What follows belongs to an exercise in optimizing a design on an open flow for small area, a short achievable clock period and few clock cycles; a production flow would make more cautious choices. Function was checked by simulation only, so behaviour that the tests miss may differ from the original. Power and IR drop assume default switching activity.

[flow/run.sh]
#!/bin/bash
# Layout flow: the standard flow (standard.sh) with two changes:
#  - the buffers that buffer_ports puts on every input and output port are
#    sky130_fd_sc_hd__buf_2 instead of the default delay-cell buffer;
#  - clock tree synthesis clusters up to 30 sinks within 50 um per leaf
#    buffer and inserts no dummy loads.
# Everything else (synthesis, floorplan, power grid, placement, routing) is
# the standard flow. make's output goes to flow_make.log; ORFS keeps each
# step's log under orfs/logs.
set -euo pipefail
bash standard.sh \
  "BUFFER_PORTS_ARGS=-buffer_cell sky130_fd_sc_hd__buf_2" \
  "CTS_ARGS=-sink_clustering_enable -repair_clock_nets -dont_use_dummy_load -sink_clustering_size 30 -sink_clustering_max_diameter 50" \
  finish > flow_make.log 2>&1
[standard.sh]
#!/bin/bash
# synth_recipe.tcl (not shown) runs the flow's synth.tcl, then flattens the netlist and writes it again
# the make line also repeats each setting of config.mk as NAME=value (left out here)
make -C /OpenROAD-flow-scripts/flow DESIGN_CONFIG=/design/flow/config.mk WORK_HOME=/design/flow/orfs CLKGATE_MAP_FILE= SYNTH_SCRIPT=/design/flow/synth_recipe.tcl "${@:-finish}"
[config.mk]
export PLATFORM = sky130hd
export DESIGN_NAME = PLProc
export DESIGN_NICKNAME = PLProc
export VERILOG_FILES = /design/flow/design.v
export SDC_FILE = /design/flow/constraint.sdc
export NUM_CORES = 4
export LEC_CHECK = 0
export CAP_MARGIN = 20
export CORE_MARGIN = 2
export CORE_UTILIZATION = 55
export SETUP_SLACK_MARGIN = 5
export SLEW_MARGIN = 20
export TNS_END_PERCENT = 5
[constraint.sdc]
create_clock -name core_clock -period 8.5 [get_ports {clk}]
set_input_delay 1.7000 -clock core_clock [delete_from_list [all_inputs] [get_ports {clk}]]
set_output_delay 1.7000 -clock core_clock [all_outputs]
set_load 0.01 [all_outputs]
[design.v]
module PLProc(clk, reset_n, imem_addr, imem_rdata,
              dmem_addr, dmem_wdata, dmem_we, dmem_rdata);
   input  clk;
   input  reset_n;
   output [31:0] imem_addr;
   input  [31:0] imem_rdata;
   output [31:0] dmem_addr;
   output [31:0] dmem_wdata;
   output dmem_we;
   input  [31:0] dmem_rdata;
   reg rst;
   always @(posedge clk) rst <= ~reset_n;
   wire [31:0] inst = imem_rdata;
   wire [3:0]  op  = inst[31:28];
   wire [3:0]  fn  = inst[27:24];
   wire [3:0]  rd  = inst[23:20];
   wire [3:0]  rs1 = inst[19:16];
   wire [3:0]  rs2 = inst[15:12];
   wire [15:0] imm = inst[15:0];
   wire [31:0] sext = {{16{imm[15]}}, imm};
   wire alu_fn  = (fn == 4'b0111) | (fn == 4'b0110) | (fn == 4'b0000) |
                  (fn == 4'b0001) | (fn == 4'b0010) | (fn == 4'b1000) |
                  (fn == 4'b1001) | (fn == 4'b1010);
   wire cmp_fn  = (fn == 4'b0000) | (fn == 4'b0011) | (fn == 4'b0101) |
                  (fn == 4'b0110) | (fn == 4'b1001) | (fn == 4'b1010) |
                  (fn == 4'b1100) | (fn == 4'b1111);
   wire br_fn   = (fn != 4'b0100) & (fn != 4'b0111);
   wire br_reg  = (fn == 4'b0000) | (fn == 4'b0011) | (fn == 4'b0101) |
                  (fn == 4'b0110) | (fn == 4'b1001) | (fn == 4'b1010) |
                  (fn == 4'b1011);
   wire fn0     = (fn == 4'b0000);
   wire d_alur  = (op == 4'b1100) & alu_fn;
   wire d_alui  = (op == 4'b0100) & alu_fn;
   wire d_mvhi  = (op == 4'b0100) & (fn == 4'b1111);
   wire d_cmpr  = (op == 4'b1101) & cmp_fn;
   wire d_cmpi  = (op == 4'b0101) & cmp_fn;
   wire d_lw    = (op == 4'b0111) & fn0;
   wire d_sw    = (op == 4'b0011) & fn0;
   wire d_br    = (op == 4'b0010) & br_fn;
   wire d_jal   = (op == 4'b0110) & fn0;
   wire d_wr    = d_alur | d_alui | d_mvhi | d_cmpr | d_cmpi | d_lw | d_jal;
   wire op_alu  = (op[2:0] == 3'b100);            
   wire op_cmp  = (op[2:0] == 3'b101);            
   wire op_br   = (op == 4'b0010);
   wire s_cmp   = op_cmp;
   wire s_logic = op_alu & ~fn[2];                
   wire s_inv   = op_cmp | op_br | (op_alu & (fn == 4'b0110));
   wire s_zeroa = (op_alu & (fn == 4'b1111)) | (op_br & ~br_reg);
   wire s_useb  = op[3] | (~op[2] & ~op[0]);      
   wire s_mvhi  = op_alu & (fn == 4'b1111);
   wire s_jal   = (op == 4'b0110);
   reg  [3:0] d_cc;
   always @* begin
      if (op[1]) begin               
         case (fn)
           4'b1011: d_cc = 4'b1111;
           4'b0001: d_cc = 4'b0101;
           4'b0010: d_cc = 4'b0110;
           4'b1000: d_cc = 4'b1100;
           4'b1100: d_cc = 4'b1100;
           4'b1101: d_cc = 4'b1001;
           4'b1110: d_cc = 4'b1010;
           default: d_cc = fn;
         endcase
      end else
         d_cc = fn;                  
   end
   wire d_cz = (d_cc == 4'b0000) | (d_cc == 4'b0110) | (d_cc == 4'b1010) | (d_cc == 4'b1100);
   wire d_cn = (d_cc == 4'b0000) | (d_cc == 4'b0101) | (d_cc == 4'b1001) | (d_cc == 4'b1100);
   wire d_cp = (d_cc == 4'b0000) | (d_cc == 4'b0101) | (d_cc == 4'b1010) | (d_cc == 4'b1111);
   wire [3:0] idx_a = rs1;
   wire [3:0] idx_b = inst[31] ? rs2 : rd;
   reg [31:0] pc;                    
   reg        v2;
   reg [31:0] op1, op2, sd;
   reg        e_inv;
   reg        e_wr, e_sw, e_lw, e_br, e_jal, e_cmp, e_logic, e_sdl;
   reg        e_cz, e_cn, e_cp;
   reg        e_bnx;                 
   reg [1:0]  e_lf;                  
   reg        e_linv;                
   reg [3:0]  e_rd;
   reg        v3, m_wr, m_lw, m_we;
   reg [3:0]  m_rd;
   reg [31:0] m_x;                   
   reg [31:0] m_sd;                  
   reg  [31:0] rf [0:15];
   wire [31:0] m_res = m_lw ? dmem_rdata : m_x;
   wire        rf_we = v3 & m_wr;
   wire [31:0] rf_wd = m_res & {32{~rst}};
   integer i;
   always @(posedge clk) begin
      for (i = 0; i < 16; i = i + 1)
         if (rst | (rf_we & (m_rd == i)))
            rf[i] <= rf_wd;
   end
   wire e_fw = v2 & e_wr & ~e_lw;    
   wire e_ld = v2 & e_lw;            
   wire m_fw = v3 & m_wr;
   reg [31:0] rfa, rfb;
   integer k;
   always @* begin
      rfa = 32'h0;
      rfb = 32'h0;
      for (k = 0; k < 16; k = k + 1) begin
         rfa = rfa | (rf[k] & {32{(idx_a == k) & ~(e_fw & (e_rd == k)) & ~(m_fw & (m_rd == k))}});
         rfb = rfb | (rf[k] & {32{(idx_b == k) & ~(e_fw & (e_rd == k)) & ~(m_fw & (m_rd == k))}});
      end
   end
   wire [31:0] opb = op2;             
   wire [31:0] sum;
   KSAdd32 adder(.a(op1), .b(opb), .ci(e_inv), .s(sum));
   wire [31:0] lg0 = (e_lf == 2'b00) ? (op1 & op2) :
                     (e_lf == 2'b01) ? (op1 | op2) : (op1 ^ op2);    
   wire [31:0] lg  = lg0 ^ {32{e_linv}};
   wire [31:0] ab_p = op1 ^ opb;
   wire [31:0] ab_o = op1 | opb;
   wire s_lo = &(ab_p[30:0] ~^ {ab_o[29:0], e_inv});
   wire s_n  = sum[31];
   wire d_z  = s_lo & ~s_n;
   wire d_n  = e_br ? ~(s_n ^ s_lo) : s_n;
   wire flag = (e_cz & d_z) | (e_cn & d_n) | (e_cp & ~d_z & ~d_n);
   wire [31:0] br_tgt = pc + {sd[29:0], 2'b00};
   wire        taken  = v2 & (e_jal | (e_br & ~e_bnx & flag));
   wire [31:0] e_res = e_jal   ? pc :
                       e_cmp   ? {31'b0, flag} :
                       e_logic ? lg : sum;
   wire fea = e_fw & (e_rd == idx_a);
   wire fma = m_fw & (m_rd == idx_a) & ~fea;
   wire feb = e_fw & (e_rd == idx_b);
   wire fmb = m_fw & (m_rd == idx_b) & ~feb;
   wire [31:0] xa = (e_res & {32{fea}}) | (m_res & {32{fma}});
   wire [31:0] xb = (e_res & {32{feb}}) | (m_res & {32{fmb}});
   wire stall = e_ld & ((e_rd == idx_a) |
                        ((e_rd == idx_b) & (inst[31] | op_br)));
   wire sdl   = e_ld & (e_rd == idx_b);    
   wire [31:0] immv = s_mvhi ? {imm, 16'h0000} :
                      s_jal  ? {sext[29:0], 2'b00} : sext;
   wire [31:0] va = rfa | xa;
   wire [31:0] vb = rfb | xb;
   wire [31:0] n_op1 = va & {32{~s_zeroa}};
   wire [31:0] n_op2 = (s_useb ? vb : immv) ^ {32{s_inv}};
   wire [31:0] n_sd  = op_br ? sext : vb;
   always @(posedge clk) begin
      if (rst) begin
         pc <= 32'h40;
         v2 <= 1'b0;
         v3 <= 1'b0;
         m_we <= 1'b0;
      end else begin
         pc <= taken ? (e_jal ? sum : br_tgt) : stall ? pc : pc + 32'd4;
         v2 <= ~taken & ~stall;
         v3 <= v2;
         m_we <= v2 & e_sw;
      end
      op1    <= n_op1;
      op2    <= n_op2;
      sd     <= n_sd;
      e_inv  <= s_inv;
      e_wr   <= d_wr;
      e_sw   <= d_sw;
      e_lw   <= d_lw;
      e_br   <= d_br;
      e_jal  <= d_jal;
      e_cmp  <= s_cmp;
      e_logic<= s_logic;
      e_sdl  <= sdl;
      e_cz   <= d_cz;
      e_bnx  <= (imm == 16'h0000);
      e_cn   <= d_cn;
      e_cp   <= d_cp;
      e_lf   <= fn[1:0];
      e_linv <= fn[3];
      e_rd   <= rd;
      m_wr   <= e_wr;
      m_lw   <= e_lw;
      m_rd   <= e_rd;
      m_x    <= e_res;
      m_sd   <= e_sdl ? dmem_rdata : sd;
   end
   assign imem_addr  = pc;
   assign dmem_addr  = m_x;
   assign dmem_wdata = m_sd;
   assign dmem_we    = m_we;
endmodule
module KSAdd32(a, b, ci, s);
   input  [31:0] a, b;
   input         ci;
   output [31:0] s;
   wire [31:0] p = a ^ b;
   wire [31:0] g0 = {a[31:1] & b[31:1], (a[0] & b[0]) | (p[0] & ci)};
   wire [31:0] p0 = p;
   wire [31:0] g1, p1, g2, p2, g3, p3, g4, p4, g5, p5;
   genvar i;
   generate
      for (i = 0; i < 32; i = i + 1) begin : lv
         if (i >= 1)  begin assign g1[i] = g0[i] | (p0[i] & g0[i-1]);   assign p1[i] = p0[i] & p0[i-1];   end
         else         begin assign g1[i] = g0[i];                       assign p1[i] = p0[i];             end
         if (i >= 2)  begin assign g2[i] = g1[i] | (p1[i] & g1[i-2]);   assign p2[i] = p1[i] & p1[i-2];   end
         else         begin assign g2[i] = g1[i];                       assign p2[i] = p1[i];             end
         if (i >= 4)  begin assign g3[i] = g2[i] | (p2[i] & g2[i-4]);   assign p3[i] = p2[i] & p2[i-4];   end
         else         begin assign g3[i] = g2[i];                       assign p3[i] = p2[i];             end
         if (i >= 8)  begin assign g4[i] = g3[i] | (p3[i] & g3[i-8]);   assign p4[i] = p3[i] & p3[i-8];   end
         else         begin assign g4[i] = g3[i];                       assign p4[i] = p3[i];             end
         if (i >= 16) begin assign g5[i] = g4[i] | (p4[i] & g4[i-16]);  assign p5[i] = p4[i] & p4[i-16];  end
         else         begin assign g5[i] = g4[i];                       assign p5[i] = p4[i];             end
      end
   endgenerate
   assign s = p ^ {g5[30:0], ci};
endmodule
==> impl_metrics.ini, run 1 <==
[run_status]
status = finished clean

[yosys]
synth_flop_cell = edfxtp_1
yosys_warnings = 2
syn_area_per_cell_sq_um = 11.0
ys_seq_area_frac = 0.527
synth_top_area_share = 0.409
synth_cell_types = 91
syn_inst = 3402
synth_edf_count = 512
yosys_register_bits = 734
synth_area_leader_cell = edfxtp_1
async_flop_share = 0
netlist_area_sq_mm = 0.0376
synth.area.top_cells = edfxtp_1, dfxtp_1, a22oi_1
syn-num-nets = 3566

[layout]
seqCellArea_sq_mm = 0.0199
most-common-layout-cells = edfxtp_1, a22oi_1, nor2_1
fill_cells = 5181
drive_gt1_frac = 0.219
final_common_cell = edfxtp_1
multi_input_area_sq_mm = 0.0181
final_util = 0.660
synthToLayoutAreaGrowth_pct = 18.4
layout.nets = 3773
fin_area_sq_mm = 0.0445

[global_routing]
grt_max_degree = 72
grt_pass1_wl_microns = 229000
grt.overflow.total = 0
grt_pass1_vias = 31957
grtUsageTotal = 0.458
antenna_found_initial = 5

[worst_setup_path]
critPathBufInv = 2
cp_slowest_stage_delay_ns = 0.62
required_ns = 8.95
start_kind = input pin
worstSetupEndpointType = flop
cp_max_fo = 28
cp.arrival_ns = 4.26
crit_chain = buf_2 > nand2b_1 > and4b_1 > buf_4 > a22oi_1 > o2111ai_1 > a211oi_1 > nor2_1
cp_slowest_cell = buf_4
cpLargestDelayFamily = simple AND/OR/NAND/NOR gates
criticalPathCategory = input pin to flop

[clock_network]
htree_levels = 3
cts_tree = built
cts.sinks = 734
clk_path_buf_depth = 3
insertion_delay_ns = 0.70
clk_pin_slew_ns = 0.05
postCtsHoldBufs = 0
cts_buffers = 78
root_buffer = clkbuf_16

[floorplanning]
die_w_microns = 265
rows = 95
core_area_sq_mm = 0.0674
die_h_microns = 265
ios = 163
design.die.area_sq_mm = 0.0704
start_util = 0.558

[placement]
io_buffers = 162
pre_cts_slack_ns = 3.28
gp_congestion = 1.01
placed_area_sq_mm = 0.0396
dp_hpwl_microns = 99900

[drt]
vias_per_cell = 7.59
drt_pass1_iterations = 9
wirelength_microns = 169000
wl_per_cell_microns = 37.8
ant_nets = 0
vias = 34039
drtIter0Drc = 6424
drc = 0

[sta]
worst_slew_pin_slew_ns = 1.15
fin_crit_sh = 0.449
fin_ws_ns = 4.69
hold_viol_final = 0
setup_viol = 0
finalSetupTns_ns = 0
fin_crit_ns = 3.81
fmax_mhz = 262
skew_ns = 0.126
drv_slew = 0
maxSlewHeadroom = 0.214
timing.hold.ws_ns = 0.424
rsz0062_at_grt = true

[power]
leakage_nw = 16.3
ir_drop_uv = 216
powerDensity_mw_per_mm2 = 275

[job]
cap_violations = 0

[worst_hold_path]
hold_class = flop to flop
==> routing by layer <==
layer	global-route usage	part of all wire	vias to the layer above
met1	0.570	0.35	16372
met4	0.270	0.076	6
met5	0.00347	0.00057	-
li1	-	-	13645
met2	0.670	0.42	3209
met3	0.185	0.16	807
==> through the flow <==
step	instances	total power, mW
final	4484	12.2
after global routing	4480	12.5
after floorplan	3402	7.00
after global placement	4269	8.40
after CTS	4423	11.7
after detailed placement	4269	8.46
==> worst reg2reg max path: stages, from the launching register on <==
cell and delay (ns):
dfxtp_4 0.43, inv_4 0.06, ha_4 0.23, and3_4 0.17
and3_4 0.19, a21oi_4 0.26, o21ai_4 0.13, o211a_4 0.26
or4_4 0.48, o41a_4 0.16, a311oi_4 0.29, buf_6 0.19
o21a_4 0.30, mux2_4 0.33
==> cells by family after synthesis <==
| family | Yosys count | synth area share |
|---|---|---|
| AOI/OAI and AO/OA | 1124 | 0.222 |
| and+or+nand+nor | 775 | 0.101 |
| DFF | 734 | 0.527 |
| buffers and inverters | 370 | 0.0389 |
| xor gates and xnor gates | 176 | 0.0410 |
| muxes | 125 | 0.0360 |
| adders and majority gates | 98 | 0.0334 |
==> flip-flops by register name (all words and copies together), names as in the netlist, 2 cells and up <==
register	flops
e_rd	4
m_rd	4
m_x	32
m_sd	32
rf	512
op2	32
op1	32
sd	32
pc	32
e_lf	2
==> area by class of cell <==
type,instances,area share
inverters,112,0.00956
multi-input cells,2300,0.407
clock buffers,78,0.0439
repair buffers,383,0.0688
diodes,4,0.000225
well taps,873,0.0245
flip-flops and latches,734,0.446
==> power by group <==
part           switching [mW]  internal, mW  total (mW)
combinational            2.56          1.46        4.02
clock                    1.33          1.60        2.93
sequential              0.540          4.74        5.28
total                    4.43          7.80        12.2
==> synth_stat cells, types with 14 or more instances <==
| master | instances |
|---|---|
| nor3b_1 | 18 |
| o21ai_0 | 108 |
| buf_2 | 23 |
| xnor2_1 | 112 |
| a211oi_1 | 101 |
| mux2_2 | 37 |
| nand4_1 | 83 |
| clkbuf_1 | 208 |
| buf_1 | 22 |
| nand2_1 | 185 |
| ha_1 | 94 |
| a21oi_1 | 162 |
| a222oi_1 | 33 |
| nor3_1 | 34 |
| a2111oi_0 | 15 |
| mux2i_1 | 74 |
| edfxtp_1 | 512 |
| a21o_1 | 31 |
| o22ai_1 | 17 |
| o211ai_1 | 27 |
| a22o_1 | 114 |
| a221oi_1 | 113 |
| xor2_1 | 64 |
| inv_1 | 109 |
| a22oi_1 | 241 |
| o2111ai_1 | 31 |
| nor2_1 | 244 |
| dfxtp_1 | 222 |
| o21a_1 | 18 |
| and3_1 | 24 |
| nand3_1 | 63 |
| o31ai_1 | 14 |
| nor2b_1 | 24 |
==> timing repair <==
action	CTS	global route
setup endpoints to repair	138	126
resized for setup	240	111
hold endpoints to repair	0	0
pin swaps	63	63
buffers inserted	69	47
gates cloned	7	9
==> worst paths after layout <==
kind                            cells past startpoint  slack (ns)      startpoint      to
worst max-delay path                                8        4.69  imem_rdata[16]  op1[6]
worst min-delay path                                1        0.42            e_sw    m_we
worst max register to register                     13        4.82          op1[7]   pc[7]
worst min register to register                      1        0.42            e_sw    m_we
Testbench counts, summed over its fixed seeds: cycles 129,623.
==> run 2: changes to the inputs <==
--- a/design.v
+++ b/design.v
@@ -77,3 +77,3 @@
    reg        e_wr, e_sw, e_lw, e_br, e_jal, e_cmp, e_logic, e_sdl;
-   reg        e_cz, e_cn, e_cp;
+   reg        e_t00, e_t01, e_t10, e_t11;    
    reg        e_bnx;                 
@@ -119,5 +119,3 @@
    wire s_n  = sum[31];
-   wire d_z  = s_lo & ~s_n;
-   wire d_n  = e_br ? ~(s_n ^ s_lo) : s_n;
-   wire flag = (e_cz & d_z) | (e_cn & d_n) | (e_cp & ~d_z & ~d_n);
+   wire flag = s_n ? (s_lo ? e_t11 : e_t01) : (s_lo ? e_t10 : e_t00);
    wire [31:0] br_tgt = pc + {sd[29:0], 2'b00};
@@ -128,5 +126,6 @@
    wire fea = e_fw & (e_rd == idx_a);
-   wire fma = m_fw & (m_rd == idx_a) & ~fea;
+   wire m_fw2 = m_fw & ~(e_fw & (e_rd == m_rd));
+   wire fma = m_fw2 & (m_rd == idx_a);
    wire feb = e_fw & (e_rd == idx_b);
-   wire fmb = m_fw & (m_rd == idx_b) & ~feb;
+   wire fmb = m_fw2 & (m_rd == idx_b);
    wire [31:0] xa = (e_res & {32{fea}}) | (m_res & {32{fma}});
@@ -167,6 +166,7 @@
       e_sdl  <= sdl;
-      e_cz   <= d_cz;
+      e_t10  <= d_cz;
+      e_t11  <= d_cn;
+      e_t00  <= d_br ? d_cn : d_cp;
+      e_t01  <= d_br ? d_cp : d_cn;
       e_bnx  <= (imm == 16'h0000);
-      e_cn   <= d_cn;
-      e_cp   <= d_cp;
       e_lf   <= fn[1:0];
==> run 2 against run 1 <==
Net effect:
- core utilization down 2.3 points
- total power down 3.6%
- clock skew down 0.026 ns
- largest cell class unchanged
- largest power group unchanged
- wire length down 1.4%
- synthesized cell count up 0.65%
- highest routed layer unchanged
==> impl_metrics.ini, run 2 <==
[run_status]
status = finished clean

[yosys]
synth-adder-area-share = 0.0337
syn_inst = 3424
synth.area.top_cells = edfxtp_1, dfxtp_1, a22oi_1
netlist_area_sq_mm = 0.0372
ys_seq_area_frac = 0.533
synth_most_common_cell = edfxtp_1
synth_flop_cell = edfxtp_1
synth_compound_area_frac = 0.214
muxShareOfSynthArea = 0.0302
synth_edf_count = 512
synth_cell_types = 84
synth_top_area_share = 0.413
yosys_register_bits = 735
synth_top_family_by_area = compound AO/OA/AOI/OAI gates
synth_common_cells = edfxtp_1, a22oi_1, nand2_1, dfxtp_1, clkbuf_1
async_flop_share = 0
synth_area_leader_cell = edfxtp_1
synthXorXnorAreaFrac = 0.0426
syn-num-nets = 3588
syn_area_per_cell_sq_um = 10.9
synth-simple-area-share = 0.109
yosys_warnings = 2

[sta]
worst_slew_pin_slew_ns = 1.17
skew_ns = 0.0999
maxSlewHeadroom = 0.200
finalSetupTns_ns = 0
drv_slew = 0
fmax_mhz = 259
setup_viol = 0
fin_crit_sh = 0.454
timing.hold.ws_ns = 0.424
rsz0062_at_grt = true
hold_viol_final = 0
fin_crit_ns = 3.86

[placement]
placedCellCount = 4294
placed_area_sq_mm = 0.0392
io_buffers = 162
dp_hpwl_microns = 104000
gp_congestion = 1.00

[clock_network]
root_buffer = clkbuf_16
cts.sinks = 735
clk_path_buf_depth = 3
cts_buffers = 70
insertion_delay_ns = 0.66
clk_pin_slew_ns = 0.05
cts_tree = built
htree_levels = 3

[drt]
wl_per_cell_microns = 37.6
vias = 33934
wirelength_microns = 167000
drc = 0
drt_pass1_iterations = 13
vias_per_cell = 7.63
drtIter0Drc = 6884
ant_nets = 0

[layout]
most-common-layout-cells = edfxtp_1, a22oi_1, nand2_1
synthToLayoutAreaGrowth_pct = 14.8
drive_gt1_frac = 0.177
instances_no_fill = 4450
fin_area_sq_mm = 0.0427
regMostFlops = rf
largest_reg_flops = 512
layout.nets = 3733
final_common_cell = edfxtp_1

[worst_hold_path]
hold_class = flop to flop
hold_start = e_sw

[global_routing]
grt.overflow.total = 0
antenna_found_initial = 13
grt_max_degree = 57
grtUsageTotal = 0.465
grt_pass1_vias = 32255
grt_pass1_wl_microns = 232000

[floorplanning]
ios = 163
rows = 95
die_w_microns = 264
start_util = 0.555
design.die.area_sq_mm = 0.0698
die_h_microns = 264
core_area_sq_mm = 0.0670

[worst_setup_path]
worstSetupEndpointType = flop
r2r_start = m_rd[2]
reg2reg_setup_slack_ns = 4.73
start_kind = input pin
criticalPathCategory = input pin to flop
cp_max_fo = 29
required_ns = 8.87
cp.arrival_ns = 4.23
crit_start = imem_rdata[25]

[job]
cap_violations = 0

[power]
powerDensity_mw_per_mm2 = 276
ir_drop_uv = 242
leakage_nw = 15.7
power_mw = 11.8
==> run 2: cell count changes after synthesis, sizes merged, moves of 14 or more <==
cell	previous run	this run
a222oi	33	63
nand2	185	242
a22oi	241	288
a221oi	114	78
nor2	244	206
nor3	34	48
o21ai	109	146
a22o	114	39
nand2b	9	25
==> run 2: critical path: stages <==
cell and delay (ns):
buf_2 0.27, nand2_1 0.08, nor2_1 0.13, nand4_1 0.71
o21ai_4 0.40, buf_4 0.56, nor2_1 0.32
==> run 2: final timing paths <==
check | to | cells past startpoint
max reg2reg | op2[25] | 11
min reg2reg | m_we | 1
max | op1[10] | 7
min | m_we | 1
==> run 2: power breakdown <==
| part | switching (mW) | internal, mW | total (mW) |
|---|---|---|---|
| clock | 1.25 | 1.44 | 2.69 |
| combinational | 2.54 | 1.28 | 3.82 |
| sequential | 0.541 | 4.74 | 5.28 |
==> run 2: timing repair <==
item	CTS	global route
cloned	3	4
endpoints found under the hold margin	0	0
pin swaps	48	24
gates resized for setup	185	56
setup endpoints to repair	134	119
hold buffers	0	0
buffers inserted	51	18
==> run 2: kinds of logic after synthesis <==
| logic type | Yosys count |
|---|---|
| xor gates and xnor gates | 181 |
| and+or+nand+nor | 830 |
| muxes | 107 |
| buffers and inverters | 370 |
| AOI/OAI and AO/OA | 1103 |
| DFF | 735 |
| adders and majority gates | 98 |
==> run 2: stage by stage <==
stage | worst slack [ns] | util
after floorplan | 4.62 | -
after global placement | 3.51 | 0.584
after detailed placement | 3.38 | 0.584
after CTS | 4.86 | 0.631
after global routing | 4.67 | 0.637
final | 4.64 | 0.638
==> run 2: final cells by class <==
| class | instances | area (sq um) |
|---|---|---|
| inverter | 112 | 420 |
| timing repair buffer | 330 | 2510 |
| multi-input combinational | 2320 | 17100 |
| tap | 873 | 1090 |
| clock buffer | 70 | 1750 |
| antenna | 10 | 25.0 |
| sequential | 735 | 19900 |
| fill | 5200 | 24300 |
==> run 2: metal layers <==
metal	global-route usage	vias to the layer above	wire, microns
li1	-	13561	-
met1	0.574	16057	57200
met2	0.687	3375	70800
met3	0.176	933	25200
met4	0.294	8	13800
met5	0	-	88
Testbench counts of run 2, summed over its fixed seeds: cycles 129,623.
==> run 3: changes to the inputs <==
--- a/design.v
+++ b/design.v
@@ -45,5 +45,5 @@
    wire s_cmp   = op_cmp;
-   wire s_logic = op_alu & ~fn[2];                
+   wire s_logic = op_alu & ~(fn[2] & ~fn[3]);     
    wire s_inv   = op_cmp | op_br | (op_alu & (fn == 4'b0110));
-   wire s_zeroa = (op_alu & (fn == 4'b1111)) | (op_br & ~br_reg);
+   wire s_zf    = op_br & ~br_reg;                
    wire s_useb  = op[3] | (~op[2] & ~op[0]);      
@@ -78,2 +78,3 @@
    reg        e_t00, e_t01, e_t10, e_t11;    
+   reg        e_zf;                  
    reg        e_bnx;                 
@@ -113,3 +114,4 @@
    wire [31:0] lg0 = (e_lf == 2'b00) ? (op1 & op2) :
-                     (e_lf == 2'b01) ? (op1 | op2) : (op1 ^ op2);    
+                     (e_lf == 2'b01) ? (op1 | op2) :
+                     (e_lf == 2'b10) ? (op1 ^ op2) : op2;    
    wire [31:0] lg  = lg0 ^ {32{e_linv}};
@@ -119,3 +121,6 @@
    wire s_n  = sum[31];
-   wire flag = s_n ? (s_lo ? e_t11 : e_t01) : (s_lo ? e_t10 : e_t00);
+   wire z_all = &op2;
+   wire flag_z = z_all ? e_t10 : (op2[31] ? e_t00 : e_t01);
+   wire flag = s_n ? (e_zf ? flag_z : (s_lo ? e_t11 : e_t01))
+                   : (e_zf ? flag_z : (s_lo ? e_t10 : e_t00));
    wire [31:0] br_tgt = pc + {sd[29:0], 2'b00};
@@ -139,3 +144,3 @@
    wire [31:0] vb = rfb | xb;
-   wire [31:0] n_op1 = va & {32{~s_zeroa}};
+   wire [31:0] n_op1 = va;
    wire [31:0] n_op2 = (s_useb ? vb : immv) ^ {32{s_inv}};
@@ -168,7 +173,8 @@
       e_t11  <= d_cn;
-      e_t00  <= d_br ? d_cn : d_cp;
-      e_t01  <= d_br ? d_cp : d_cn;
+      e_t00  <= (d_br & br_reg) ? d_cn : d_cp;
+      e_t01  <= (d_br & br_reg) ? d_cp : d_cn;
+      e_zf   <= s_zf;
       e_bnx  <= (imm == 16'h0000);
       e_lf   <= fn[1:0];
-      e_linv <= fn[3];
+      e_linv <= fn[3] & ~fn[2];
       e_rd   <= rd;
==> run 3 against run 2 <==
Net effect:
- final area increased by 1.0%
- still clean
- synthesized cell count decreased by 2.4%
- critical path type unchanged
- sequential cell count increased by 1
- clock power increased by 7.8%
- die area increased by 0.20%
- critical path depth increased by 3
- first-iteration DRC count increased by 2.9%
- clock skew decreased by 0.026 ns
- largest cell class unchanged
==> impl_metrics.ini, run 3 <==
[yosys]
muxShareOfSynthArea = 0.0443
synthXorXnorAreaFrac = 0.0451
synth-adder-area-share = 0.0337
async_flop_share = 0
synth_edf_count = 512
syn_area_per_cell_sq_um = 11.2
synth-simple-area-share = 0.103
yosys_warnings = 2
synth.area.top_cells = edfxtp_1, dfxtp_1, a22oi_1
yosys_register_bits = 736
syn_inst = 3342
synth_top_family_by_area = compound AO/OA/AOI/OAI gates
synth_cell_types = 83
synth_area_leader_cell = edfxtp_1
synth_flop_cell = edfxtp_1
synth_most_common_cell = edfxtp_1
synth_common_cells = edfxtp_1, a22oi_1, dfxtp_1, nor2_1, nand2_1
syn-num-nets = 3506
synth_top_area_share = 0.412
ys_seq_area_frac = 0.532
synth_compound_area_frac = 0.202
netlist_area_sq_mm = 0.0373

[worst_setup_path]
worstSetupEndpointType = flop
crit_chain = buf_2 > nand2b_1 > a2111oi_2 > buf_4 > nand2_1 > o21ai_0 > a221oi_1 > nand4_1 > nor2_1 > o21ai_0
critPathBufInv = 2
cp_max_fo = 32
cpMostUsedCell = o21ai_0
cp_slowest_cell = nor2_1
cp_slowest_stage_delay_ns = 0.55
required_ns = 8.90
cp.arrival_ns = 4.26
cpLargestDelayFamily = simple AND/OR/NAND/NOR gates
start_kind = input pin
criticalPathCategory = input pin to flop

[sta]
rsz0062_at_grt = true
fin_crit_sh = 0.454
hold_viol_final = 0
drv_slew = 0
fin_ws_ns = 4.64
finalSetupTns_ns = 0
maxSlewHeadroom = 0.186
fin_crit_ns = 3.86
skew_ns = 0.0735
setup_viol = 0
fmax_mhz = 259
worst_slew_pin_slew_ns = 1.22

[clock_network]
clk_path_buf_depth = 3
cts.sinks = 736
cts_tree = built
insertion_delay_ns = 0.65
root_buffer = clkbuf_16
clk_pin_slew_ns = 0.07
cts_buffers = 78
htree_levels = 3

[drt]
drc = 0
drt_pass1_iterations = 11
drtIter0Drc = 7081
vias_per_cell = 7.72
wirelength_microns = 169000
ant_nets = 0
vias = 33717
wl_per_cell_microns = 38.7

[placement]
placedCellCount = 4229
gp_congestion = 1.07
io_buffers = 162
dp_hpwl_microns = 105000
pre_cts_slack_ns = 3.29

[job]
cap_violations = 0

[power]
leakage_nw = 15.9
powerDensity_mw_per_mm2 = 276
ir_drop_uv = 213

[layout]
regMostFlops = rf
drive_gt1_frac = 0.196
final_common_cell = edfxtp_1
most-common-layout-cells = edfxtp_1, a22oi_1, dfxtp_1
synthToLayoutAreaGrowth_pct = 15.7
final_util = 0.643
instances_no_fill = 4368
largest_reg_flops = 512
layout.nets = 3654

[floorplanning]
start_util = 0.556
die_w_microns = 264
die_h_microns = 264
rows = 95
design.die.area_sq_mm = 0.0699
ios = 163
core_area_sq_mm = 0.0672

[run_status]
status = finished clean

[global_routing]
grt_pass1_vias = 32029
grtUsageTotal = 0.469
grt.overflow.total = 0
grt_pass1_wl_microns = 233000
grt_max_degree = 50
antenna_found_initial = 7

[worst_hold_path]
hold_class = flop to flop
==> run 3: cell count changes after synthesis, moves of 15 or more <==
cell      previous run  this run
a21oi_1            160       130
a221oi_1            78        62
a22oi_1            288       304
inv_1              112       134
a211oi_1            92        61
o21ai_0            141       121
nor4_1              16        31
mux2i_1             66        48
clkbuf_1           217       168
nand2_1            242       202
a211o_1              8        29
mux4_2               0        32
and3_1              35        17
buf_2               13        52
==> run 3: path summary, 6_finish.rpt <==
path | startpoint | endpoint | slack, ns | cells past startpoint
max | imem_rdata[19] | op1[20] | 4.64 | 10
min | e_wr | m_wr | 0.49 | 0
max reg2reg | v2 | op1[24] | 4.67 | 10
min reg2reg | e_wr | m_wr | 0.49 | 0
==> run 3: cell type report <==
cell class,count,area (sq um)
inverters,136,519
flip-flops and latches,736,19900
well taps,873,1090
fillers,5177,24000
clock buffers,78,1950
diodes,7,17.5
multi-input cells,2235,17400
repair buffers,303,2290
==> run 3: power by group <==
| part | leakage [nW] | internal (mW) | switching, mW |
|---|---|---|---|
| combinational | 7.78 | 1.24 | 2.42 |
| clock | 0.961 | 1.60 | 1.30 |
| sequential | 7.11 | 4.75 | 0.619 |
==> run 3: routing by layer <==
layer	routed length, microns	track usage	vias up
li1	-	-	13315
met1	56700	0.571	16139
met2	70200	0.682	3326
met3	27500	0.195	935
met4	14400	0.312	2
met5	160	0.000693	-
==> run 3: worst reg2reg max path, stage by stage, from the launching register on <==
cell	delay, ns
dfxtp_2	0.50
nand3b_1	0.33
nor3_1	0.33
a31oi_2	0.37
nand2_1	0.21
buf_6	0.42
inv_1	0.37
a222oi_1	0.37
nand4_1	0.18
nor2_2	0.34
o211ai_1	0.18
==> run 3: metrics by stage <==
stage / hold slack [ns] / instance area [sq um] / power, mW
floorplan: 0.326 / 38000 / 7.10
global placement: 0.416 / 39700 / 8.58
detailed placement: 0.419 / 39700 / 8.64
CTS: 0.460 / 42800 / 11.6
global route: 0.496 / 43200 / 12.2
finish: 0.487 / 43200 / 11.9
==> run 3: kinds of logic after synthesis <==
logic type                 Yosys count
AOI/OAI and AO/OA                 1029
and+or+nand+nor                    795
DFF                                736
buffers and inverters              372
xor gates and xnor gates           192
muxes                              120
adders and majority gates           98
==> run 3: what timing repair did <==
item / 4_1_cts / 5_1_grt
buffers inserted: 37 / 12
endpoints found under the setup margin: 115 / 117
gates resized for setup: 134 / 58
pin swaps: 24 / 17
cloned: 4 / 1
hold buffers: 0 / 0
Testbench counts of run 3, summed over its fixed seeds: cycles 129,623.
==> run 4: changes to the inputs <==
--- a/config.mk
+++ b/config.mk
@@ -12,2 +12,2 @@
 export SLEW_MARGIN = 20
-export TNS_END_PERCENT = 5
+export TNS_END_PERCENT = 30
==> run 4 against run 3 <==
Net effect:
- critical path type unchanged
- cell count rose by 1.6%
- clock-buffer cell count shrank 3
- wire length up 5.1%
- sequential share of layout area is 1.6 points lower
- clock skew grew 0.013 ns
- global-route usage increased by 1.7 points
- clock power fell by 2%
- die area unchanged
- sequential power about the same
- largest cell class unchanged
- still clean on timing, DRC and antenna
- core utilization is 2.4 points higher
- largest power group unchanged
- first-iteration DRC count up 7.6%
- critical endpoint is now op2[5]
- synthesized area is the same
==> impl_metrics.ini, run 4 <==
[run_status]
status = finished clean

[yosys]
synth_area_leader_cell = edfxtp_1
synth_most_common_cell = edfxtp_1
synth_flop_cell = edfxtp_1
synth_top_area_share = 0.412
synth_common_cells = edfxtp_1, a22oi_1, dfxtp_1, nor2_1, nand2_1
ys_seq_area_frac = 0.532
netlist_area_sq_mm = 0.0373
synth_cell_types = 83
syn_area_per_cell_sq_um = 11.2
async_flop_share = 0
synth_edf_count = 512
synth.area.top_cells = edfxtp_1, dfxtp_1, a22oi_1
syn-num-nets = 3506
yosys_register_bits = 736
yosys_warnings = 2
syn_inst = 3342

[power]
leakage_nw = 16.3
ir_drop_uv = 213
p_comb_frac = 0.329
pwr-share-seq = 0.440
clkPwrFrac = 0.231
netSwitchingFraction = 0.369
intPower_mw = 7.72
switchingPower_mw = 4.52
powerDensity_mw_per_mm2 = 273

[sta]
worst_slew_pin_slew_ns = 1.13
timing.hold.ws_ns = 0.427
finalSetupTns_ns = 0
maxSlewHeadroom = 0.227
fin_crit_ns = 3.68
setup_viol = 0
fmax_mhz = 272
skew_ns = 0.0862
hold_viol_final = 0
rsz0062_at_grt = true
fin_crit_sh = 0.432
drv_slew = 0

[clock_network]
insertion_delay_ns = 0.67
root_buffer = clkbuf_16
cts.sinks = 736
cts_buffers = 75
htree_levels = 3
cts_tree = built
postCtsHoldBufs = 0
clk_pin_slew_ns = 0.07
clk_path_buf_depth = 3

[floorplanning]
start_util = 0.556
die_w_microns = 264
ios = 163
design.die.area_sq_mm = 0.0699
rows = 95
core_area_sq_mm = 0.0672
die_h_microns = 264

[layout]
instances_no_fill = 4438
layout.nets = 3717
final_common_cell = edfxtp_1
fill_cells = 4950
seqCellArea_sq_mm = 0.0199
multi_input_area_sq_mm = 0.0182
regMostFlops = rf
largest_reg_flops = 512
synthToLayoutAreaGrowth_pct = 20.0
final_util = 0.667
drive_gt1_frac = 0.239
most-common-layout-cells = edfxtp_1, a22oi_1, nor2_1

[worst_setup_path]
timing.rr.end = op2[28]
criticalPathCategory = input pin to flop
critPathBufInv = 6
r2r_start = e_rd[0]
reg2reg_setup_slack_ns = 4.92
r2r_cells = 11
cp_slowest_stage_delay_ns = 0.52
cp_slowest_cell = nor3_4
cp_max_fo = 6
worstSetupEndpointType = flop
cpLargestDelayFamily = buffers and inverters
required_ns = 8.96
crit_chain = buf_12 > buf_6 > nor2_4 > a22oi_2 > buf_4 > nor3_4 > buf_12 > buf_4 > buf_4 > a22oi_1 > nand4_1 > a211o_1 > a21oi_2 > xnor2_1
cp.arrival_ns = 4.13
start_kind = input pin
cpMostUsedCell = buf_4

[worst_hold_path]
hold_class = flop to flop
holdPathEnd = m_wr
holdPathStages = 0
hold_start = e_wr

[drt]
drt_pass1_iterations = 14
ant_nets = 0
vias_per_cell = 7.76
drc = 0
vias = 34418
wl_per_cell_microns = 40.0
wirelength_microns = 178000
drtIter0Drc = 7616

[global_routing]
grt_max_degree = 46
grt.overflow.total = 0
grtUsageTotal = 0.486
grt_pass1_vias = 32378
grt_pass1_wl_microns = 240000
grt_busiest_layer = met2
antenna_found_initial = 13
use_met1 = 0.586
use_met3 = 0.219
use_met2 = 0.694

[placement]
dp_hpwl_microns = 107000
placedCellCount = 4225
gp_congestion = 1.03
io_buffers = 162

[job]
cap_violations = 0
## run 4: cell count changes in the layout (fill, tap and decap cells not counted), moves of 6 or more
cell / change
a21oi_2: +14
a21oi_1: -14
dfxtp_1: -13
buf_4: +27
diode_2: +7
buf_12: +16
ha_4: +15
dfxtp_2: +8
ha_1: -15
a211oi_1: -6
buf_6: +12
nor2_1: -6
## run 4: area by class of cell
cell class	instances	area share
Timing Repair Buffer	369	0.0711
Sequential cell	736	0.445
Multi-Input combinational cell	2235	0.405
Clock buffer	75	0.0419
Tap cell	873	0.0244
Inverter	136	0.0117
Antenna cell	14	0.000782
## run 4: power groups by stage
stage / Combinational (mW) / Sequential, mW / Clock, mW
detailed placement: 3.30 / 5.37 / 0
finish: 4.03 / 5.39 / 2.83
global route: 4.13 / 5.40 / 2.94
CTS: 3.59 / 5.31 / 2.81
floorplan: 1.97 / 5.14 / 0
global placement: 3.26 / 5.36 / 0
## run 4: cell families (layout without fill, tap and decap cells)
kind of cell / after synthesis / in the layout / share of synthesized area
AO/OA/AOI/OAI: 1029 / 1029 / 0.202
AND/OR/NAND/NOR: 795 / 796 / 0.103
flip-flops: 736 / 736 / 0.532
buffers and inverters: 372 / 580 / 0.0395
XOR/XNOR: 192 / 192 / 0.0451
multiplexers: 120 / 120 / 0.0443
adder cells (fa/ha/maj): 98 / 98 / 0.0337
other: 0 / 14 / 0
## run 4: how the worst max path moves through the flow
stage | startpoint | end | slack [ns] | depth (start not counted)
final | imem_rdata[22] | op2[5] | 4.82 | 14
after CTS | imem_rdata[29] | op2[26] | 4.92 | 9
after global placement | imem_rdata[31] | op2[13] | 3.24 | 11
after global routing | imem_rdata[31] | op2[14] | 4.85 | 13
after detailed placement | imem_rdata[31] | op2[13] | 3.29 | 11
after floorplan | imem_rdata[31] | op2[28] | 4.83 | 11
## run 4: what timing repair did
item	in CTS	in global routing
gates cloned	6	9
setup endpoints to repair	126	97
setup buffers	66	43
pin swaps	45	57
resized for setup	216	171
## run 4: stage by stage
stage | power, mW | worst slack [ns] | instance area [sq um]
floorplan | 7.10 | 4.83 | 38000
global route | 12.5 | 4.85 | 44800
global placement | 8.62 | 3.24 | 39800
CTS | 11.7 | 4.92 | 43400
detailed placement | 8.67 | 3.29 | 39800
finish | 12.2 | 4.82 | 44800
## run 4: worst reg2reg max path, stage by stage (launching register included)
cell and delay (ns):
dfxtp_1 0.49, nand4bb_1 0.56, o32ai_2 0.67, nor3_4 0.06, buf_6 0.27, a22o_1 0.28, a221oi_2 0.19, nand3_1 0.10
or3_4 0.40, a31oi_4 0.18, a21oi_2 0.08, xor2_1 0.16
## run 4: per-layer routing
metal	vias up	wire [microns]
li1	13452	-
met1	16358	58900
met2	3579	72000
met3	1017	29900
met4	12	16700
met5	-	161

[what the ideal ports hide]
Ports are ideal in the flow. The routed layouts listed here were re-timed in OpenROAD. Step 1, drivers: a clkbuf_16 drives clk and a buf_2 each remaining input, both assumed. Step 2 moves the port delays by t, midway between the first and last clock arrival at a register: inputs arrive t later, outputs are due t later. That takes back most of the time a late clock gives input paths. a / b / c = no drivers / after step 1 / after step 2; a / b = the first two.
run	t, ns	setup WS [ns]	hold slack, ns	slew at the worst register clock pin (ns)	cell pins on the clock port's net
run 1	0.711	4.688 / 4.697 / 3.987	0.424 / 0.424 / 0.424	0.09 / 0.09	1
run 2	0.672	4.643 / 4.661 / 3.989	0.424 / 0.424 / 0.424	0.09 / 0.09	1
run 3	0.680	4.640 / 4.668 / 3.998	0.487 / 0.487 / 0.487	0.08 / 0.08	1
run 4	0.694	4.825 / 4.713 / 4.019	0.427 / 0.427 / 0.427	0.08 / 0.08	1
After both steps setup and hold are still met in every run listed. The setup slack of run 4, which loses most, moves by -0.112 ns with the drivers and by -0.806 ns with both steps.
